What follows belongs to an exercise in optimizing a design on an open flow for small area and a short achievable clock period; a production flow would make more cautious choices. Function was checked by simulation only, so behaviour that the tests miss may differ from the original. Power figures rest on the tool's default switching activity, not on a simulated workload.

<file path="design/flow/design.v">
module add32_ks(input logic [31:0] a, input logic [31:0] b, output logic [31:0] s);
logic [31:0] gg [0:5];
logic [31:0] tt [0:5];
logic [31:0] p;
genvar l, i;
generate
	for (i = 0; i < 32; i++) begin : g_l0
		g_nand2 u_g (.a(a[i]), .b(b[i]), .y(gg[0][i]));
		g_nor2  u_t (.a(a[i]), .b(b[i]), .y(tt[0][i]));
		g_xor2  u_p (.a(a[i]), .b(b[i]), .y(p[i]));
	end
	for (l = 1; l <= 5; l++) begin : g_lv
		localparam int D = 1 << (l - 1);
		for (i = 0; i < 32; i++) begin : g_b
			if (i < D) begin : g_pass
				g_inv u_g (.a(gg[l-1][i]), .y(gg[l][i]));
				assign tt[l][i] = 1'b0;
			end else if (l % 2 == 1) begin : g_odd
				g_oai21 u_g (.a(gg[l-1][i]), .b(tt[l-1][i]), .c(gg[l-1][i-D]), .y(gg[l][i]));
				if (i >= 2 * D) begin : g_t
					g_nor2 u_t (.a(tt[l-1][i]), .b(tt[l-1][i-D]), .y(tt[l][i]));
				end else begin : g_nt
					assign tt[l][i] = 1'b0;
				end
			end else begin : g_even
				g_aoi21 u_g (.a(gg[l-1][i]), .b(tt[l-1][i]), .c(gg[l-1][i-D]), .y(gg[l][i]));
				if (i >= 2 * D) begin : g_t
					g_nand2 u_t (.a(tt[l-1][i]), .b(tt[l-1][i-D]), .y(tt[l][i]));
				end else begin : g_nt
					assign tt[l][i] = 1'b0;
				end
			end
		end
	end
	assign s[0] = p[0];
	for (i = 1; i < 32; i++) begin : g_s
		g_xor2 u_s (.a(p[i]), .b(gg[5][i-1]), .y(s[i]));
	end
endgenerate
endmodule
module g_inv  (input logic a, output logic y); assign y = ~a; endmodule
module g_nand2(input logic a, input logic b, output logic y); assign y = ~(a & b); endmodule
module g_nor2 (input logic a, input logic b, output logic y); assign y = ~(a | b); endmodule
module g_xor2 (input logic a, input logic b, output logic y); assign y = a ^ b; endmodule
module g_xnor2(input logic a, input logic b, output logic y); assign y = ~(a ^ b); endmodule
module g_nand3(input logic a, input logic b, input logic c, output logic y); assign y = ~(a & b & c); endmodule
module g_nand4(input logic a, input logic b, input logic c, input logic d, output logic y); assign y = ~(a & b & c & d); endmodule
module g_nor3 (input logic a, input logic b, input logic c, output logic y); assign y = ~(a | b | c); endmodule
module g_or3  (input logic a, input logic b, input logic c, output logic y); assign y = a | b | c; endmodule
module g_aoi21(input logic a, input logic b, input logic c, output logic y); assign y = ~(a | (b & c)); endmodule
module g_oai21(input logic a, input logic b, input logic c, output logic y); assign y = ~(a & (b | c)); endmodule
module g_aoi222(input logic a1, input logic a2, input logic b1, input logic b2,
                input logic c1, input logic c2, output logic y);
assign y = ~((a1 & a2) | (b1 & b2) | (c1 & c2));
endmodule
module rd_bit(input logic [31:1] d, input logic [31:1] s, output logic y);
logic [10:0] n;
logic [2:0]  h;
genvar g;
generate for (g = 0; g < 10; g++) begin : g_t
	g_aoi222 u (.a1(d[3*g+1]), .a2(s[3*g+1]), .b1(d[3*g+2]), .b2(s[3*g+2]),
	            .c1(d[3*g+3]), .c2(s[3*g+3]), .y(n[g]));
end endgenerate
g_nand2 u_n10 (.a(d[31]), .b(s[31]), .y(n[10]));
g_nand4 u_h0 (.a(n[0]), .b(n[1]), .c(n[2]), .d(n[3]), .y(h[0]));
g_nand4 u_h1 (.a(n[4]), .b(n[5]), .c(n[6]), .d(n[7]), .y(h[1]));
g_nand3 u_h2 (.a(n[8]), .b(n[9]), .c(n[10]), .y(h[2]));
g_or3   u_y  (.a(h[0]), .b(h[1]), .c(h[2]), .y(y));
endmodule
module rd_bit2(input logic [31:1] d, input logic [31:1] s, output logic y, output logic ya_n);
logic [10:0] n;
logic [2:0]  h;
genvar g;
generate for (g = 0; g < 10; g++) begin : g_t
	g_aoi222 u (.a1(d[3*g+1]), .a2(s[3*g+1]), .b1(d[3*g+2]), .b2(s[3*g+2]),
	            .c1(d[3*g+3]), .c2(s[3*g+3]), .y(n[g]));
end endgenerate
g_nand2 u_n10 (.a(d[31]), .b(s[31]), .y(n[10]));
g_nand4 u_h0 (.a(n[0]), .b(n[1]), .c(n[2]), .d(n[3]), .y(h[0]));
g_nand4 u_h1 (.a(n[4]), .b(n[5]), .c(n[6]), .d(n[7]), .y(h[1]));
g_nand3 u_h2 (.a(n[8]), .b(n[9]), .c(n[10]), .y(h[2]));
g_or3   u_y  (.a(h[0]), .b(h[1]), .c(h[2]), .y(y));
g_nor3  u_ya (.a(h[0]), .b(h[1]), .c(h[2]), .y(ya_n));
endmodule
module singlecycle(i_clk, i_rst_n, o_pc, i_instr, o_dmem_addr, o_dmem_wdata, o_dmem_we, i_ld_data, o_pc_debug, o_insn_vld);
input  logic        i_clk, i_rst_n;
output logic [31:0] o_pc;
input  logic [31:0] i_instr;
output logic [31:0] o_dmem_addr;
output logic [31:0] o_dmem_wdata;
output logic        o_dmem_we;
input  logic [31:0] i_ld_data;
output logic        o_insn_vld;
output logic [31:0] o_pc_debug;
wire [4:0] opc = i_instr[6:2];
wire [2:0] f3  = i_instr[14:12];
wire [4:0] rd_a  = i_instr[11:7];
wire [4:0] rs1_a = i_instr[19:15];
wire [4:0] rs2_a = i_instr[24:20];
wire is_op     = (opc == 5'b01100);
wire is_opimm  = (opc == 5'b00100);
wire is_load   = (opc == 5'b00000);
wire is_store  = (opc == 5'b01000);
wire is_branch = (opc == 5'b11000);
wire is_jal    = (opc == 5'b11011);
wire is_jalr   = (opc == 5'b11001);
wire is_lui    = (opc == 5'b01101);
wire is_auipc  = (opc == 5'b00101);
assign o_insn_vld = is_op | is_opimm | is_load | is_store | is_branch |
                    is_jal | is_jalr | is_lui | is_auipc;
assign o_dmem_we  = is_store;
wire rd_wren = is_op | is_opimm | is_load | is_jal | is_jalr | is_lui | is_auipc;
wire [31:0] imm_i = {{20{i_instr[31]}}, i_instr[31:20]};
wire [31:0] imm_s = {{20{i_instr[31]}}, i_instr[31:25], i_instr[11:7]};
wire [31:0] imm_b = {{20{i_instr[31]}}, i_instr[7], i_instr[30:25], i_instr[11:8], 1'b0};
wire [31:0] imm_j = {{12{i_instr[31]}}, i_instr[19:12], i_instr[20], i_instr[30:21], 1'b0};
wire [31:0] imm_u = {i_instr[31:12], 12'b0};
logic [31:0] pc, pc_dbg;
logic [31:0] rf [1:31];
logic [31:1] s1, s2;
always_comb
	for (int k = 1; k < 32; k++) begin
		s1[k] = (rs1_a == k[4:0]);
		s2[k] = (rs2_a == k[4:0]);
	end
logic [31:0] rs1, rs2, rs1a_n;
genvar b;
generate for (b = 0; b < 32; b++) begin : g_rd
	logic [31:1] col;
	for (genvar k = 1; k < 32; k++) begin : g_col
		assign col[k] = rf[k][b];
	end
	rd_bit2 u1 (.d(col), .s(s1), .y(rs1[b]), .ya_n(rs1a_n[b]));
	rd_bit u2 (.d(col), .s(s2), .y(rs2[b]));
end endgenerate
wire        pcrel   = is_branch | is_jal | is_auipc;
wire        use_rs1 = ~pcrel & ~is_lui;
wire [31:0] base    = (pc & {32{pcrel}}) | (~rs1a_n & {32{use_rs1}});
wire [31:0] imm_x   = is_branch ? imm_b :
                      is_jal    ? imm_j :
                      (is_lui | is_auipc) ? imm_u :
                      is_store  ? imm_s : imm_i;
wire [31:0] tgt;
add32_ks u_tgt (.a(base), .b(imm_x), .s(tgt));
assign o_dmem_addr  = tgt;
assign o_dmem_wdata = rs2;
wire        use_imm = ~i_instr[5];             
wire [31:0] opb     = use_imm ? imm_i : rs2;
wire        sub     = is_branch | (f3[2:1] == 2'b01) | (is_op & (f3 == 3'b000) & i_instr[30]);
wire [31:0] opbx    = opb ^ {32{sub}};
wire [33:0] sumc    = {1'b0, rs1, 1'b1} + {1'b0, opbx, sub};
wire [32:0] sum     = sumc[33:1];
wire        ltu     = ~sum[32];
wire        lt      = (rs1[31] ^ opb[31]) ? rs1[31] : sum[31];
wire [31:0] t_x     = rs1 ^ opb;
wire [31:0] t_a     = rs1 & opb;
wire        eq      = (t_x == 32'b0);
wire [4:0]  shamt   = opb[4:0];
wire        left    = ~f3[2];
wire        fill    = f3[2] & i_instr[30] & rs1[31];
logic [31:0] sh_in, sh1, sh2, sh4, sh8, sh16, sh_rev;
always_comb begin
	for (int k = 0; k < 32; k++) sh_in[k] = left ? rs1[31-k] : rs1[k];
	sh1  = shamt[0] ? {fill, sh_in[31:1]}       : sh_in;
	sh2  = shamt[1] ? {{2{fill}}, sh1[31:2]}    : sh1;
	sh4  = shamt[2] ? {{4{fill}}, sh2[31:4]}    : sh2;
	sh8  = shamt[3] ? {{8{fill}}, sh4[31:8]}    : sh4;
	sh16 = shamt[4] ? {{16{fill}}, sh8[31:16]}  : sh8;
	for (int k = 0; k < 32; k++) sh_rev[k] = sh16[31-k];
end
wire s_add = (f3 == 3'b000);
wire s_sl  = (f3 == 3'b001);
wire s_sr  = (f3 == 3'b101);
wire s_x   = (f3 == 3'b100) | (f3 == 3'b110);
wire s_a   = (f3[2:1] == 2'b11);
wire s_lt  = (f3 == 3'b010);
wire s_ltu = (f3 == 3'b011);
wire [31:0] alu = ({32{s_add}} & sum[31:0]) | ({32{s_sr}} & sh16) | ({32{s_sl}} & sh_rev) |
                  ({32{s_x}} & t_x) | ({32{s_a}} & t_a) |
                  {31'b0, (s_lt & lt) | (s_ltu & ltu)};
wire [31:0] pc4    = {pc[31:2] + 30'd1, pc[1:0]};
wire        taken  = (f3[2] ? (f3[1] ? ltu : lt) : eq) ^ f3[0];
wire        jump   = is_jal | is_jalr | (is_branch & taken);
wire [31:0] pc_nxt = jump ? tgt : pc4;
wire [31:0] wb = is_load ? i_ld_data :
                 (is_lui | is_auipc) ? tgt :
                 (is_jal | is_jalr) ? pc4 : alu;
wire [31:0] wd = wb & {32{i_rst_n}};
wire        we = rd_wren | ~i_rst_n;
always_ff @(posedge i_clk) begin
	for (int k = 1; k < 32; k++)
		if (we & (~i_rst_n | (rd_a == k[4:0])))
			rf[k] <= wd;
end
always_ff @(posedge i_clk) begin
	if (!i_rst_n) begin
		pc     <= 32'b0;
		pc_dbg <= 32'b0;
	end else begin
		pc     <= pc_nxt;
		pc_dbg <= pc;
	end
end
assign o_pc       = pc;
assign o_pc_debug = pc_dbg;
endmodule
</file>
<file path="design/flow/flow/run.sh">
#!/bin/bash
# Own flow: the standard ORFS layout (standard synthesis unchanged) with
#  - small port buffers (buf_2) instead of the default delay-cell buffers;
#  - a clock tree of clkbuf_16 over larger sink clusters, no dummy loads.
# The make output goes to flow_make.log; ORFS keeps each step's log in orfs/logs.
set -euo pipefail
MARGIN=$(cat flow/margin.txt)
export BUFFER_PORTS_ARGS="-buffer_cell sky130_fd_sc_hd__buf_2"
export CTS_ARGS="-sink_clustering_enable -repair_clock_nets -dont_use_dummy_load -buf_list sky130_fd_sc_hd__clkbuf_16 -root_buf sky130_fd_sc_hd__clkbuf_16 -sink_clustering_size 24 -sink_clustering_max_diameter 80"
bash standard.sh SETUP_SLACK_MARGIN=$MARGIN "BUFFER_PORTS_ARGS=$BUFFER_PORTS_ARGS" "CTS_ARGS=$CTS_ARGS" finish > flow_make.log 2>&1
</file>
<file path="design/flow/flow/margin.txt">
14
</file>
<file path="design/flow/standard.sh">
#!/bin/bash
# synth_recipe.tcl (not shown) runs the flow's synth.tcl, then flattens the netlist and writes it again
# the make line also repeats each setting of config.mk as NAME=value (left out here)
make -C /OpenROAD-flow-scripts/flow DESIGN_CONFIG=/design/flow/config.mk WORK_HOME=/design/flow/orfs CLKGATE_MAP_FILE= SYNTH_SCRIPT=/design/flow/synth_recipe.tcl "${@:-finish}"
</file>
<file path="design/flow/config.mk">
export PLATFORM = sky130hd
export DESIGN_NAME = singlecycle
export DESIGN_NICKNAME = singlecycle
export VERILOG_FILES = /design/flow/design.v
export SDC_FILE = /design/flow/constraint.sdc
export NUM_CORES = 4
export LEC_CHECK = 0
export CAP_MARGIN = 20
export CORE_MARGIN = 2
export CORE_UTILIZATION = 55
export PLACE_DENSITY = 0.68
export SLEW_MARGIN = 20
export SYNTH_HIERARCHICAL = 1
export SYNTH_MINIMUM_KEEP_SIZE = 0
</file>
<file path="design/flow/constraint.sdc">
create_clock -name core_clock -period 28.0 [get_ports {i_clk}]
set_input_delay 5.6000 -clock core_clock [delete_from_list [all_inputs] [get_ports {i_clk}]]
set_output_delay 5.6000 -clock core_clock [all_outputs]
set_load 0.01 [all_outputs]
</file>
==> summary.txt, run 1 <==
count of flip-flops with a built-in enable after synthesis - 992
GR Overflow Total - 0
MaxCap Viol Count - 0
IO Port Bufs - 193
detail-routed via count per cell - 8.02
gpl congestion - 1.06
ratio of cells with drive above 1 in the final layout - 0.263
Antenna Violating Nets Remaining - 0
Detailed Place HPWL - 145000 um
sequential share of the synthesized area - 0.603
part of the cycle the worst path needs - 0.530
global-route wire length before repair - 319000 um
insertion delay to the later sink of the worst-skew pair - 0.74 ns
Setup TNS - 0 ns
clock transition at the registers of the reported paths - 0.09 ns
ys flop type - edfxtp_1
final hold viol count - 0
Core Footprint - 93000 um2
Post-Layout Inst Area - 62000 um2
leading area contributor after synthesis - edfxtp_1
post-layout util - 0.666
Crit Path Category - in2out
wire length on met1 - 74100 um
Pwr Density - 72.2 nW/um2
commonest non-fill, non-tap cell in the layout - edfxtp_1
Yosys cell types - 79
largest net degree at the start of global routing - 99
Clock power frac - 0.181
Die X-Extent - 310 um
Die ar. - 96100 um2
Root Buffer - clkbuf_16
initial antenna violation count - 17
dominant cells by area after synthesis - edfxtp_1 58%, a222oi_1 13%, nand2_1 2.7%, dfxtp_1 2.5%, xor2_1 2.0%
GR Util All Layers - 0.477
DRC viols - 0
final WL - 235000 um
Period minus WS final - 14.83 ns
status - finished clean
CP Capture Type - output port
worst rel slew slack - 0.179
Initial Util - 0.553
# hold bufs at CTS - 0
vias in the first global route - 42000
Yosys top cell area share - 0.579
ys async rst share - 0
Worst Path Arrival - 9.23 ns
Lkg Pwr - 0.0217 uW
Mapped Cells - 3903
Area Growth Syn to Fin - 20.4%
placed insts - 5377
Non-Filler Instances - 5694
Area after DPL - 56000 um2
Logic pwr share - 0.349
drt pass-1 iters - 13
Die Y - 310 um
clock sinks - 1056
Std-Cell Rows - 112
sw frac - 0.369
Num CTS Buffers - 52
met2 wire length - 97900 um
RSZ-0062 raised after global routing - true
worst-margin pin slew - 1.23 ns
Vias - 45600
DR WL/cell - 41.3 um
Hold WC Path Type - reg2reg
Nets - 4572
Net Switching - 1650 uW
CP max FO - 32
Critical Path Source Type - input port
Internal - 2820 uW
Peak VDD IR - 0.0529 mV
Post-Route Skew - 0.151 ns
Pins Over Slew Limit - 0
Met3 Routed Length - 38900 um
sequential power share - 0.470
most frequent cells in the layout - 992 x edfxtp_1, 648 x a222oi_1, 347 x nand2_1
Synth Cell Area - 51500 um2
Synth Warn # - 12
Initial DRC Count - 11200
Req. time, crit path - 22.40 ns
I/O pins - 196
DR top layer - met5
maximum operating frequency - 0.0674 GHz
flops & latches, synth - 1056
htree depth - 2
CTS max path bufs - 3
syn_nets - 4043
syn avg cell area - 13.2 um2
Final setup violation count - 0
CTS tree - built
-- path summary, 6_finish.rpt --
check	startpoint	end	slack, ns	cells past startpoint
worst max-delay path	i_instr[16]	o_dmem_addr[31]	13.17	20
worst min-delay path	pc[5]	pc_dbg[5]	0.55	1
worst max register to register	rf[10][3]	pc[3]	21.31	18
worst min register to register	pc[5]	pc_dbg[5]	0.55	1
-- Yosys cell counts (12+ instances only) --
cell / n
inv_1: 54
nor2_1: 195
a21oi_2: 53
edfxtp_1: 992
nand2_1: 367
xnor2_1: 25
and2_1: 45
o211a_1: 25
nand3_1: 99
o211ai_1: 39
mux2_2: 14
a21o_1: 16
nor3_1: 34
o221ai_1: 20
mux2i_1: 66
clkbuf_1: 91
a21oi_1: 124
mux4_2: 32
o21ai_1: 74
buf_2: 13
o21ai_0: 103
nand4_1: 154
ha_1: 74
dfxtp_1: 64
a221oi_1: 38
nand2b_1: 13
xor2_1: 119
or3_1: 75
nor3_2: 33
a211oi_1: 23
nor4_1: 22
a222oi_1: 648
buf_1: 15
a31oi_1: 12
-- registers in the layout, summed over array words and instances (netlist names) --
register	count
rf	992
pc_dbg	32
pc	32
-- repair_timing --
| action | CTS | global route |
|---|---|---|
| resized for setup | 326 | 169 |
| setup buffers | 176 | 55 |
| setup endpoints to repair | 64 | 61 |
| gates cloned | 18 | 4 |
| pin swaps | 217 | 121 |
-- area by class of cell --
type | count | area (um2)
sequential | 1056 | 31100
clock buffer | 52 | 1300
fill | 6856 | 31100
tap | 1254 | 1570
antenna | 10 | 25.0
inverter | 57 | 270
multi-input combinational | 2676 | 22600
timing repair buffer | 589 | 5110
-- power by group through the flow --
stage	combinational [uW]	sequential (uW)	clock, uW
floorplan	678	2110	0
global placement	1260	2120	0
detailed placement	1270	2130	0
CTS	1420	2100	802
global route	1590	2120	856
finish	1560	2100	809
-- Yosys stat by module, one instance, submodules excluded, excerpt --
| module | area [um2] | times used |
|---|---|---|
| add32_ks | 7.51 | 1 |
| g_inv | 3.75 | 31 |
| g_nand2 | 3.75 | 137 |
| g_nand3 | 5.00 | 64 |
| g_nand4 | 6.26 | 128 |
| g_nor2 | 3.75 | 82 |
| g_oai21 | 5.00 | 72 |
| g_xor2 | 8.76 | 63 |
| singlecycle | 40900 | 1 |
-- cell families after synthesis --
kind of cell / Yosys count / synth area share
fa+ha+maj: 74 / 0.0180
compound gates: 1254 / 0.205
buf+inv: 183 / 0.0143
mux: 115 / 0.0311
simple gates: 1077 / 0.103
flops: 1056 / 0.603
xor+xnor: 144 / 0.0245
-- layer usage --
layer	vias to the layer above	track usage
li1	18100	-
met1	22000	0.582
met2	4565	0.686
met3	956	0.171
met4	12	0.383
met5	-	0
-- through the flow --
step                hold slack (ns)  total power (uW)  setup WS [ns]
finish                        0.551              4480          13.17
global route                  0.563              4570          13.13
CTS                           0.541              4320          13.41
detailed placement            0.539              3400          11.37
global placement              0.531              3380          11.43
floorplan                     0.537              2790          13.93
-- worst max-delay path: stages --
cell	delay, ns
buf_12	0.10
clkinvlp_4	0.14
buf_12	0.17
nand3_4	0.12
nor2_4	0.06
buf_12	0.19
a222oi_1	0.47
nand4_1	0.20
buf_4	0.23
nor3_4	0.46
o21ai_2	0.19
nor2_4	0.16
o21ai_1	0.12
a21oi_2	0.17
o21ai_2	0.10
a21oi_2	0.15
o21ai_2	0.11
xor2_1	0.16
buf_4	0.18
buf_6	0.12
==> inputs of run 2 (changes only) <==
==> design/flow/flow/margin.txt (replaced) <==
13
==> summary.txt, run 2 <==
Detailed Place HPWL - 145000 um
Initial DRC Count - 10900
Antenna Violating Nets Remaining - 0
Std-Cell Rows - 112
Core Footprint - 93000 um2
syn avg cell area - 13.2 um2
flops & latches, synth - 1056
clock transition at the registers of the reported paths - 0.09 ns
Register Area - 31100 um2
Post-Route Skew - 0.141 ns
Root Buffer - clkbuf_16
Area Growth Syn to Fin - 14.3%
Nets - 4409
fraction of synthesized cell area in xor and xnor cells - 0.0245
Final setup violation count - 0
final hold viol count - 0
RSZ-0062 raised after global routing - true
IO Port Bufs - 193
Worst R2R Setup Slack - 21.52 ns
commonest non-fill, non-tap cell in the layout - edfxtp_1
worst-margin pin slew - 1.27 ns
dominant cells by area after synthesis - edfxtp_1 58%, a222oi_1 13%, nand2_1 2.7%, dfxtp_1 2.5%, xor2_1 2.0%
MaxCap Viol Count - 0
leading area contributor after synthesis - edfxtp_1
largest net degree at the start of global routing - 102
cell with the most instances after synthesis - edfxtp_1
htree depth - 2
fillers - 7297
placed insts - 5374
detail-routed via count per cell - 7.95
Pins Over Slew Limit - 0
Top reg by flops - rf
critical-path cell list - buf_6 -> clkinvlp_4 -> nand2_8 -> nor2_2 -> buf_6 -> a222oi_1 -> nand4_1 -> nor3_2 -> o21ai_0 -> xor2_1 -> xor2_2 -> buf_2
biggest regs - rf: 992 flops, pc: 32 flops, pc_dbg: 32 flops
GR Overflow Total - 0
sink of the worst hold path - pc_dbg[0]
number of flip-flops in the largest register - 992
ys async rst share - 0
drt pass-1 iters - 17
ys flop type - edfxtp_1
r2r worst-path depth - 18
clock sinks - 1056
CP Capture Type - output port
startpoint of the worst hold path - pc[0]
global-route wire length before repair - 306000 um
maximum operating frequency - 0.0662 GHz
CTS tree - built
Non-Filler Instances - 5527
Synth Cell Area - 51500 um2
Vias - 44000
Crit Path Category - in2out
Initial Util - 0.553
Period minus WS final - 15.10 ns
Pwr Density - 73.0 nW/um2
Req. time, crit path - 22.40 ns
vias in the first global route - 40300
Worst Path Arrival - 9.50 ns
I/O pins - 196
cell family with most CP delay - simple AND/OR/NAND/NOR gates
CP dominant cell by count - buf_6
Lkg Pwr - 0.0205 uW
syn_nets - 4043
main combinational cell family by area after synthesis - compound AO/OA/AOI/OAI gates
gpl congestion - 1.06
sequential share of the synthesized area - 0.603
Critical Path Source Type - input port
CTS max path bufs - 3
Yosys top cell area share - 0.579
Hold WC Path Type - reg2reg
ratio of cells with drive above 1 in the final layout - 0.201
r2r startpoint - rf[7][2]
insertion delay to the later sink of the worst-skew pair - 0.72 ns
DR WL/cell - 40.7 um
DRC viols - 0
Worst Path Buf+Inv - 4
Yosys cell types - 79
Peak VDD IR - 0.0598 mV
Setup TNS - 0 ns
Die Y - 310 um
most frequent cells in the layout - 992 x edfxtp_1, 648 x a222oi_1, 359 x nand2_1
Power, Total - 4300 uW
initial antenna violation count - 17
Post-Synth Simple-Gate Area - 0.103
slowest stage cell, crit path - nor3_2
Compound-Gate Fraction of Synth Area - 0.205
count of flip-flops with a built-in enable after synthesis - 992
Hold Path Depth - 1
Die X-Extent - 310 um
Synth Warn # - 12
Largest stage delay, worst path - 0.87 ns
final WL - 225000 um
multiplexer share of the synthesized area - 0.0311
worst rel slew slack - 0.153
part of the cycle the worst path needs - 0.539
area of the multi-input gates - 21500 um2
Mapped Cells - 3903
Die ar. - 96100 um2
Synth Area in Adders - 0.0180
Critical R2R Capture - rf[25][23]
Commonest cells post-synth - 992 x edfxtp_1, 648 x a222oi_1, 367 x nand2_1, 195 x nor2_1, 154 x nand4_1
CP max FO - 32
GR Util All Layers - 0.456
Num CTS Buffers - 52
status - finished clean
run 2: cell families after synthesis:
logic type / count (synthesis)
compound gates: 1254
xor+xnor: 144
fa+ha+maj: 74
simple gates: 1077
flops: 1056
mux: 115
buf+inv: 183
run 2: modules after synthesis (local to each module, per instance), excerpt:
module	flops+latches	cell area, um2	cells inside	copies in the design
g_oai21	0	5.00	1	72
g_nand2	0	3.75	1	137
g_aoi222	0	10.0	1	640
g_inv	0	3.75	1	31
g_nand4	0	6.26	1	128
g_xor2	0	8.76	1	63
g_or3	0	6.26	1	64
g_nand3	0	5.00	1	64
g_nor2	0	3.75	1	82
run 2: repair_timing:
item                                    4_1_cts  5_1_grt
hold buffers                                  0        0
gates cloned                                  0        3
endpoints found under the setup margin       32       31
pin swaps                                    89       76
buffers inserted                             67       21
resized for setup                           131      101
run 2: worst max-delay path by stage:
stage | start | end | depth (start not counted) | slack, ns
floorplan | i_instr[19] | o_dmem_addr[31] | 14 | 13.05
global placement | i_instr[5] | o_dmem_addr[25] | 15 | 11.19
detailed placement | i_instr[19] | o_dmem_addr[21] | 17 | 11.13
CTS | i_instr[18] | o_dmem_addr[26] | 18 | 13.00
global route | i_instr[18] | o_dmem_addr[18] | 17 | 12.91
finish | i_instr[18] | o_dmem_addr[31] | 12 | 12.90
run 2: metal layers:
metal	GRT usage	routed length [um]
met1	0.576	73300
met2	0.662	94000
met3	0.147	36500
met4	0.330	21000
met5	0	103
run 2: layout make-up:
type | count | area share
sequential | 1056 | 0.528
timing repair buffer | 436 | 0.0538
tap | 1254 | 0.0267
multi-input combinational | 2666 | 0.365
inverter | 57 | 0.00404
antenna | 6 | 0.000255
clock buffer | 52 | 0.0221
run 2: through the flow:
stage / utilization / instance area (um2) / hold WS, ns / worst slack [ns]
finish: 0.633 / 58900 / 0.555 / 12.90
global route: 0.633 / 58900 / 0.565 / 12.91
CTS: 0.626 / 58200 / 0.559 / 13.00
detailed placement: 0.600 / 55800 / 0.554 / 11.13
global placement: 0.598 / 55700 / 0.550 / 11.19
floorplan: - / 51600 / 0.537 / 13.05
run 2: report_power, final:
part           internal, uW  switching (uW)  total, uW
registers              1980             122       2110
logic                   416             974       1390
clock network           330             475        805
==> inputs of run 3 (changes only) <==
--- a/design/flow/design.v
+++ b/design/flow/design.v
@@ -55,2 +55,3 @@
 endmodule
+module g_ha  (input logic a, input logic b, output logic s, output logic c); assign s = a ^ b; assign c = a & b; endmodule
 module rd_bit(input logic [31:1] d, input logic [31:1] s, output logic y);
@@ -83,2 +84,22 @@
 g_nor3  u_ya (.a(h[0]), .b(h[1]), .c(h[2]), .y(ya_n));
+endmodule
+module dec5(input logic [4:0] a, output logic [31:1] s);
+logic [4:0] an;
+logic [3:0] p_n;
+logic [7:0] q_n;
+genvar i, j;
+generate
+	for (i = 0; i < 5; i++) begin : g_inv
+		g_inv u (.a(a[i]), .y(an[i]));
+	end
+	for (j = 0; j < 4; j++) begin : g_p
+		g_nand2 u (.a(j[1] ? a[4] : an[4]), .b(j[0] ? a[3] : an[3]), .y(p_n[j]));
+	end
+	for (j = 0; j < 8; j++) begin : g_q
+		g_nand3 u (.a(j[2] ? a[2] : an[2]), .b(j[1] ? a[1] : an[1]), .c(j[0] ? a[0] : an[0]), .y(q_n[j]));
+	end
+	for (i = 1; i < 32; i++) begin : g_s
+		g_nor2 u (.a(p_n[i >> 3]), .b(q_n[i & 7]), .y(s[i]));
+	end
+endgenerate
 endmodule
@@ -120,7 +141,4 @@
 logic [31:1] s1, s2;
-always_comb
-	for (int k = 1; k < 32; k++) begin
-		s1[k] = (rs1_a == k[4:0]);
-		s2[k] = (rs2_a == k[4:0]);
-	end
+dec5 u_dec1 (.a(rs1_a), .s(s1));
+dec5 u_dec2 (.a(rs2_a), .s(s2));
 logic [31:0] rs1, rs2, rs1a_n;
@@ -180,3 +198,11 @@
                   {31'b0, (s_lt & lt) | (s_ltu & ltu)};
-wire [31:0] pc4    = {pc[31:2] + 30'd1, pc[1:0]};
+logic [31:0] pc4;
+logic [31:2] pc4_c;
+assign pc4[1:0]  = pc[1:0];
+assign pc4[2]    = ~pc[2];
+assign pc4_c[2]  = pc[2];
+genvar gi;
+generate for (gi = 3; gi < 32; gi++) begin : g_inc
+	g_ha u (.a(pc[gi]), .b(pc4_c[gi-1]), .s(pc4[gi]), .c(pc4_c[gi]));
+end endgenerate
 wire        taken  = (f3[2] ? (f3[1] ? ltu : lt) : eq) ^ f3[0];
==> summary.txt, run 3 <==
dominant cells by area after synthesis - edfxtp_1 58%, a222oi_1 13%, nand2_1 3.0%, dfxtp_1 2.5%, ha_1 2.5%
vias in the first global route - 39400
cell with the most instances after synthesis - edfxtp_1
Peak VDD IR - 0.0601 mV
CTS max path bufs - 3
CP max FO - 7
Yosys cell types - 69
count of flip-flops with a built-in enable after synthesis - 992
insertion delay to the later sink of the worst-skew pair - 0.76 ns
Post-Route Skew - 0.150 ns
Lkg Pwr - 0.0208 uW
area of the multi-input gates - 21200 um2
RSZ-0062 raised after global routing - true
maximum operating frequency - 0.0663 GHz
Initial DRC Count - 11400
Die Y - 309 um
clock transition at the registers of the reported paths - 0.10 ns
Req. time, crit path - 22.40 ns
largest net degree at the start of global routing - 73
initial antenna violation count - 29
Setup WS pre-CTS - 11.43 ns
gpl congestion - 1.07
Area after DPL - 55200 um2
Setup TNS - 0 ns
Yosys top cell area share - 0.581
Hold WC Path Type - reg2reg
Root Buffer - clkbuf_16
ys async rst share - 0
Vias - 44100
ys flop type - edfxtp_1
MaxCap Viol Count - 0
final WL - 220000 um
sequential share of the synthesized area - 0.606
Crit Path Category - in2out
cell family with most CP delay - compound AO/OA/AOI/OAI gates
Antenna Violating Nets Remaining - 0
Critical Path Source Type - input port
worst-margin pin slew - 1.22 ns
biggest regs - rf: 992 flops, pc: 32 flops, pc_dbg: 32 flops
Worst R2R Setup Slack - 20.69 ns
global-route wire length before repair - 299000 um
status - finished clean
commonest non-fill, non-tap cell in the layout - edfxtp_1
syn avg cell area - 13.1 um2
drt pass-1 iters - 12
Mapped Cells - 3922
Worst Path Buf+Inv - 6
GR Overflow Total - 0
syn_nets - 4090
htree depth - 2
Num CTS Buffers - 53
CP Capture Type - output port
part of the cycle the worst path needs - 0.538
Pwr Density - 69.4 nW/um2
IO Port Bufs - 193
worst rel slew slack - 0.184
Synth Cell Area - 51300 um2
Synth Warn # - 12
leading area contributor after synthesis - edfxtp_1
Hold Path Depth - 1
Die ar. - 95700 um2
startpoint of the worst hold path - pc[3]
Period minus WS final - 15.07 ns
Critical R2R Capture - rf[7][30]
Detailed Place HPWL - 143000 um
r2r startpoint - pc[2]
CTS tree - built
most frequent cells in the layout - 992 x edfxtp_1, 643 x a222oi_1, 408 x nand2_1
Final setup violation count - 0
detail-routed via count per cell - 7.89
Top reg by flops - rf
number of flip-flops in the largest register - 992
final hold viol count - 0
Die X-Extent - 309 um
r2r worst-path depth - 33
slowest stage cell, crit path - a222oi_1
Post-Layout Inst Area - 58800 um2
Pins Over Slew Limit - 0
ratio of cells with drive above 1 in the final layout - 0.203
Std-Cell Rows - 112
Area Growth Syn to Fin - 14.6%
DRC viols - 0
DR WL/cell - 39.3 um
Setup WS post-layout - 12.93 ns
Largest stage delay, worst path - 0.43 ns
sink of the worst hold path - pc_dbg[3]
critical-path cell list - clkbuf_4 -> clkinvlp_4 -> nand3_4 -> nor2_4 -> buf_4 -> buf_4 -> a222oi_1 -> nand4_1 -> buf_4 -> nor3_4 -> o21ai_1 -> nand2_1 -> o21ai_1 -> a21oi_2 -> o21ai_1 -> a21oi_2 -> o21ai_2 -> xor2_2 -> buf_2
I/O pins - 196
Register Area - 31100 um2
Initial Util - 0.552
Commonest cells post-synth - 992 x edfxtp_1, 643 x a222oi_1, 413 x nand2_1, 194 x nor2_1, 139 x nand4_1
clock sinks - 1056
GR Util All Layers - 0.446
Nets - 4487
Worst Path Arrival - 9.47 ns
flops & latches, synth - 1056
fillers - 7114
Core Footprint - 92900 um2
[run 3: cell count changes in the layout (fill, tap and decap cells not counted), sizes merged, moves of 25 or more]
cell,before,now
nand2,367,413
xor2,119,73
mux2i,68,102
o21ai,177,208
xnor2,25,54
ha,74,102
o211a,25,0
[run 3: Yosys stat by module, one instance, submodules excluded, excerpt]
module       cell area, um2  cells inside  times used  flops+latches
g_xor2                 8.76             1          63              0
g_oai21                5.00             1          72              0
g_ha                   12.5             1          29              0
g_aoi21                8.76             1          52              0
g_inv                  3.75             1          41              0
g_nor3                 10.0             1          32              0
g_aoi222               10.0             1         640              0
g_nand4                6.26             1         128              0
g_or3                  6.26             1          64              0
g_nand2                3.75             1         145              0
singlecycle           40000          2431           1           1056
[run 3: cells by family after synthesis]
kind of cell,after synthesis,share of synthesized area
multiplexers,140,0.0338
buffers and inverters,184,0.0147
AND/OR/NAND/NOR,1088,0.102
XOR/XNOR,127,0.0217
adder cells (fa/ha/maj),102,0.0249
AO/OA/AOI/OAI,1225,0.197
flip-flops,1056,0.606
[run 3: layout make-up]
type,instances,area share
Antenna cell,13,0.000553
Clock buffer,53,0.0226
Inverter,65,0.00445
Multi-Input combinational cell,2690,0.361
Sequential cell,1056,0.528
Tap cell,1254,0.0267
Timing Repair Buffer,453,0.0566
[run 3: worst max path at each step]
stage | startpoint | end | slack (ns) | cells past startpoint
5_1_grt | i_instr[17] | o_dmem_addr[26] | 12.94 | 20
3_3_place_gp | i_instr[5] | o_dmem_addr[19] | 11.41 | 17
3_5_place_dp | i_instr[5] | o_dmem_addr[19] | 11.43 | 17
2_1_floorplan | i_instr[15] | o_dmem_addr[19] | 13.66 | 14
4_1_cts | i_instr[16] | o_dmem_addr[31] | 12.99 | 19
6_report | i_instr[17] | o_dmem_addr[30] | 12.93 | 19
[run 3: what timing repair did]
item	4_1_cts	5_1_grt
hold buffers	0	0
pin swaps	75	73
cloned	8	0
buffers inserted	79	51
gates resized for setup	120	107
setup endpoints to repair	31	31
[run 3: layer usage]
metal,vias to the layer above,part of all wire,global-route usage
li1,17700,-,-
met5,-,0.00041,0
met2,4228,0.41,0.642
met4,12,0.079,0.258
met3,744,0.17,0.136
met1,21400,0.34,0.602
[run 3: through the flow]
step / util / power, uW / hold WS, ns / cells
4_1_cts: 0.623 / 3980 / 0.495 / 5517
5_1_grt: 0.633 / 4170 / 0.512 / 5577
3_3_place_gp: 0.594 / 3140 / 0.480 / 5375
3_5_place_dp: 0.595 / 3160 / 0.501 / 5377
2_1_floorplan: - / 2660 / 0.456 / 3922
6_report: 0.633 / 4080 / 0.502 / 5584
[run 3: power breakdown]
group,switching (uW),internal (uW)
registers,80.7,1960
logic,875,351
clock network,479,336
total,1430,2650
==> inputs of run 4 (changes only) <==
--- a/design/flow/flow/run.sh
+++ b/design/flow/flow/run.sh
@@ -2,3 +2,3 @@
 # Own flow: the standard ORFS layout (standard synthesis unchanged) with
-#  - small port buffers (buf_2) instead of the default delay-cell buffers;
+#  - small port buffers (buf_1) instead of the default delay-cell buffers;
 #  - a clock tree of clkbuf_16 over larger sink clusters, no dummy loads.
@@ -7,3 +7,3 @@
 MARGIN=$(cat flow/margin.txt)
-export BUFFER_PORTS_ARGS="-buffer_cell sky130_fd_sc_hd__buf_2"
+export BUFFER_PORTS_ARGS="-buffer_cell sky130_fd_sc_hd__buf_1"
 export CTS_ARGS="-sink_clustering_enable -repair_clock_nets -dont_use_dummy_load -buf_list sky130_fd_sc_hd__clkbuf_16 -root_buf sky130_fd_sc_hd__clkbuf_16 -sink_clustering_size 24 -sink_clustering_max_diameter 80"
==> summary.txt, run 4 <==
Hold Worst Slack - 0.492 ns
Core Footprint - 92900 um2
Initial DRC Count - 10500
Lkg Pwr - 0.0199 uW
syn avg cell area - 13.1 um2
Die ar. - 95700 um2
part of the cycle the worst path needs - 0.538
startpoint of the worst hold path - pc[0]
r2r startpoint - pc[2]
area of the multi-input gates - 20900 um2
Crit Path Category - in2out
Die X-Extent - 309 um
final WL - 217000 um
CP Capture Type - output port
CTS tree - built
maximum operating frequency - 0.0664 GHz
Worst Path Arrival - 9.47 ns
Std-Cell Rows - 112
Area Growth Syn to Fin - 12.7%
ratio of cells with drive above 1 in the final layout - 0.146
most frequent cells in the layout - 992 x edfxtp_1, 643 x a222oi_1, 406 x nand2_1
gpl congestion - 1.07
Mapped Cells - 3922
Pwr Density - 70.1 nW/um2
Yosys cell types - 69
Pins Over Slew Limit - 0
IO Port Bufs - 193
htree depth - 2
Hold WC Path Type - reg2reg
drt pass-1 iters - 13
number of flip-flops in the largest register - 992
Critical R2R Capture - rf[6][30]
final hold viol count - 0
sequential share of the synthesized area - 0.606
Vias - 43600
Commonest cells post-synth - 992 x edfxtp_1, 643 x a222oi_1, 413 x nand2_1, 194 x nor2_1, 139 x nand4_1
initial antenna violation count - 27
DRC viols - 0
detail-routed via count per cell - 7.87
Final setup violation count - 0
Worst R2R Setup Slack - 20.82 ns
DR WL/cell - 39.3 um
sink of the worst hold path - pc_dbg[0]
GR Util All Layers - 0.441
dominant cells by area after synthesis - edfxtp_1 58%, a222oi_1 13%, nand2_1 3.0%, dfxtp_1 2.5%, ha_1 2.5%
Post-Route Skew - 0.146 ns
CP max FO - 14
CTS max path bufs - 3
Nets - 4434
Synth Warn # - 12
worst rel slew slack - 0.174
syn_nets - 4090
Hold Path Depth - 2
RSZ-0062 raised after global routing - true
Setup TNS - 0 ns
Top reg by flops - rf
Initial Util - 0.552
global-route wire length before repair - 295000 um
Critical Path Source Type - input port
Crit. Startpoint - i_instr[18]
GR Overflow Total - 0
Synth Cell Area - 51300 um2
largest net degree at the start of global routing - 86
r2r worst-path depth - 33
Detailed Place HPWL - 145000 um
Yosys top cell area share - 0.581
cell with the most instances after synthesis - edfxtp_1
Peak VDD IR - 0.0511 mV
ys flop type - edfxtp_1
# hold bufs at CTS - 0
count of flip-flops with a built-in enable after synthesis - 992
Antenna Violating Nets Remaining - 0
Register Area - 31100 um2
leading area contributor after synthesis - edfxtp_1
worst-margin pin slew - 1.24 ns
vias in the first global route - 39000
clock sinks - 1056
Die Y - 309 um
Num CTS Buffers - 53
fillers - 7201
flops & latches, synth - 1056
biggest regs - rf: 992 flops, pc: 32 flops, pc_dbg: 32 flops
status - finished clean
I/O pins - 196
Period minus WS final - 15.07 ns
Root Buffer - clkbuf_16
MaxCap Viol Count - 0
commonest non-fill, non-tap cell in the layout - edfxtp_1
clock transition at the registers of the reported paths - 0.06 ns
insertion delay to the later sink of the worst-skew pair - 0.73 ns
ys async rst share - 0
Req. time, crit path - 22.40 ns
run 4: cell types whose count changed in the layout (fill, tap and decap cells not counted), sizes merged:
| cell | previous run | this run |
|---|---|---|
| diode | 13 | 17 |
| buf | 448 | 397 |
| nor2 | 202 | 194 |
| clkinvlp | 4 | 0 |
| inv | 60 | 64 |
| clkbuf | 58 | 64 |
run 4: worst max path at each step:
| stage | slack, ns | end | depth (start not counted) |
|---|---|---|---|
| after global placement | 11.35 | o_dmem_addr[19] | 17 |
| after CTS | 13.00 | o_dmem_addr[23] | 17 |
| after detailed placement | 11.40 | o_dmem_addr[19] | 17 |
| final | 12.93 | o_dmem_addr[22] | 19 |
| after global routing | 12.96 | o_dmem_addr[31] | 18 |
| after floorplan | 13.66 | o_dmem_addr[19] | 14 |
run 4: metrics by stage:
| step | std cells | instance area, um2 | utilization | total power, uW | worst slack (ns) |
|---|---|---|---|---|---|
| after floorplan | 3922 | 51300 | - | 2660 | 13.66 |
| after global placement | 5388 | 55000 | 0.592 | 3150 | 11.35 |
| after detailed placement | 5389 | 55100 | 0.593 | 3160 | 11.40 |
| after CTS | 5493 | 57300 | 0.617 | 3980 | 13.00 |
| after global routing | 5521 | 57800 | 0.622 | 4150 | 12.96 |
| final | 5535 | 57800 | 0.622 | 4060 | 12.93 |
run 4: Yosys stat by module (local to each module, per instance), a selection:
module       cell area [um2]  flip-flops and latches  copies in the design  cells
singlecycle            40000                    1056                     1   2431
g_nor3                  10.0                       0                    32      1
g_or3                   6.26                       0                    64      1
g_nand3                 5.00                       0                    80      1
g_nand2                 3.75                       0                   145      1
g_aoi222                10.0                       0                   640      1
g_oai21                 5.00                       0                    72      1
g_nor2                  3.75                       0                   144      1
g_aoi21                 8.76                       0                    52      1
g_inv                   3.75                       0                    41      1
g_xor2                  8.76                       0                    63      1
g_nand4                 6.26                       0                   128      1
add32_ks                7.51                       0                     1      1
g_ha                    12.5                       0                    29      1
run 4: final cells by class:
| cell class | count | share of cell area |
|---|---|---|
| flip-flops and latches | 1056 | 0.537 |
| inverters | 65 | 0.00426 |
| multi-input cells | 2682 | 0.362 |
| repair buffers | 408 | 0.0456 |
| diodes | 17 | 0.000736 |
| well taps | 1254 | 0.0271 |
| clock buffers | 53 | 0.0229 |
run 4: critical path, stage by stage:
cell,delay (ns)
clkbuf_4,0.18
inv_2,0.14
nand2_4,0.11
buf_12,0.15
nor2_4,0.23
buf_4,0.32
a222oi_1,0.15
nand4_1,0.13
buf_4,0.20
nor3_4,0.09
o21ai_1,0.26
nand2_1,0.25
o21ai_1,0.32
inv_1,0.09
o21ai_1,0.28
inv_1,0.12
o21ai_1,0.27
xor2_2,0.33
buf_1,0.20
run 4: routing by layer:
layer	share of wire	track usage	routed length, um
met5	0.00058	0	127
met4	0.076	0.268	16500
met3	0.16	0.118	34700
met2	0.42	0.639	90900
met1	0.35	0.597	75100
run 4: logic make-up (layout without fill, tap and decap cells):
group,count (synthesis),count (layout),synth area share
adders and majority gates,102,102,0.0249
and+or+nand+nor,1088,1088,0.102
AOI/OAI and AO/OA,1225,1225,0.197
other,0,17,0
DFF,1056,1056,0.606
buffers and inverters,184,526,0.0147
muxes,140,140,0.0338
xor gates and xnor gates,127,127,0.0217
run 4: power breakdown:
part / internal, uW / switching (uW) / total, uW / leakage (uW)
combinational: 333 / 874 / 1210 / 0.00894
clock: 336 / 474 / 810 / 0.000653
sequential: 1960 / 80.9 / 2040 / 0.0103
total: 2630 / 1430 / 4060 / 0.0199
run 4: what timing repair did:
item                       in CTS  in global routing
buffers inserted               51                 20
resized for setup             134                 62
pin swaps                      58                 29
setup endpoints to repair      33                 34

afterwards: timing with drivers on the ports:
No port has a modelled driver above. Below, the same layouts with a new extraction and two added sets of constraints. Step 1, drivers: a clkbuf_16 drives i_clk and a buf_2 each remaining input, both assumed. Step 2 times the ports against the registers' clock, not the clock port: input delays grow and output delays shrink by t, the midpoint of the rising clock arrivals with the driver on. Slacks: no drivers / after step 1 / after step 2; pairs: no drivers / after step 1.
run | t (ns) | setup slack, ns | worst setup path after step 2 | slew at the worst register clock pin (ns)
run 1 | 0.735 | 13.169 / 13.026 / 13.026 | input to output | 0.10 / 0.10
run 2 | 0.728 | 12.900 / 12.804 / 12.804 | input to output | 0.10 / 0.10
run 3 | 0.767 | 12.928 / 12.793 / 12.793 | input to output | 0.10 / 0.10
run 4 | 0.732 | 12.931 / 12.868 / 12.868 | input to output | 0.10 / 0.10
After both steps every run listed still meets setup and hold. For run 1, which loses most, drivers alone change the setup slack by -0.143 ns; drivers and shift together by -0.143 ns.
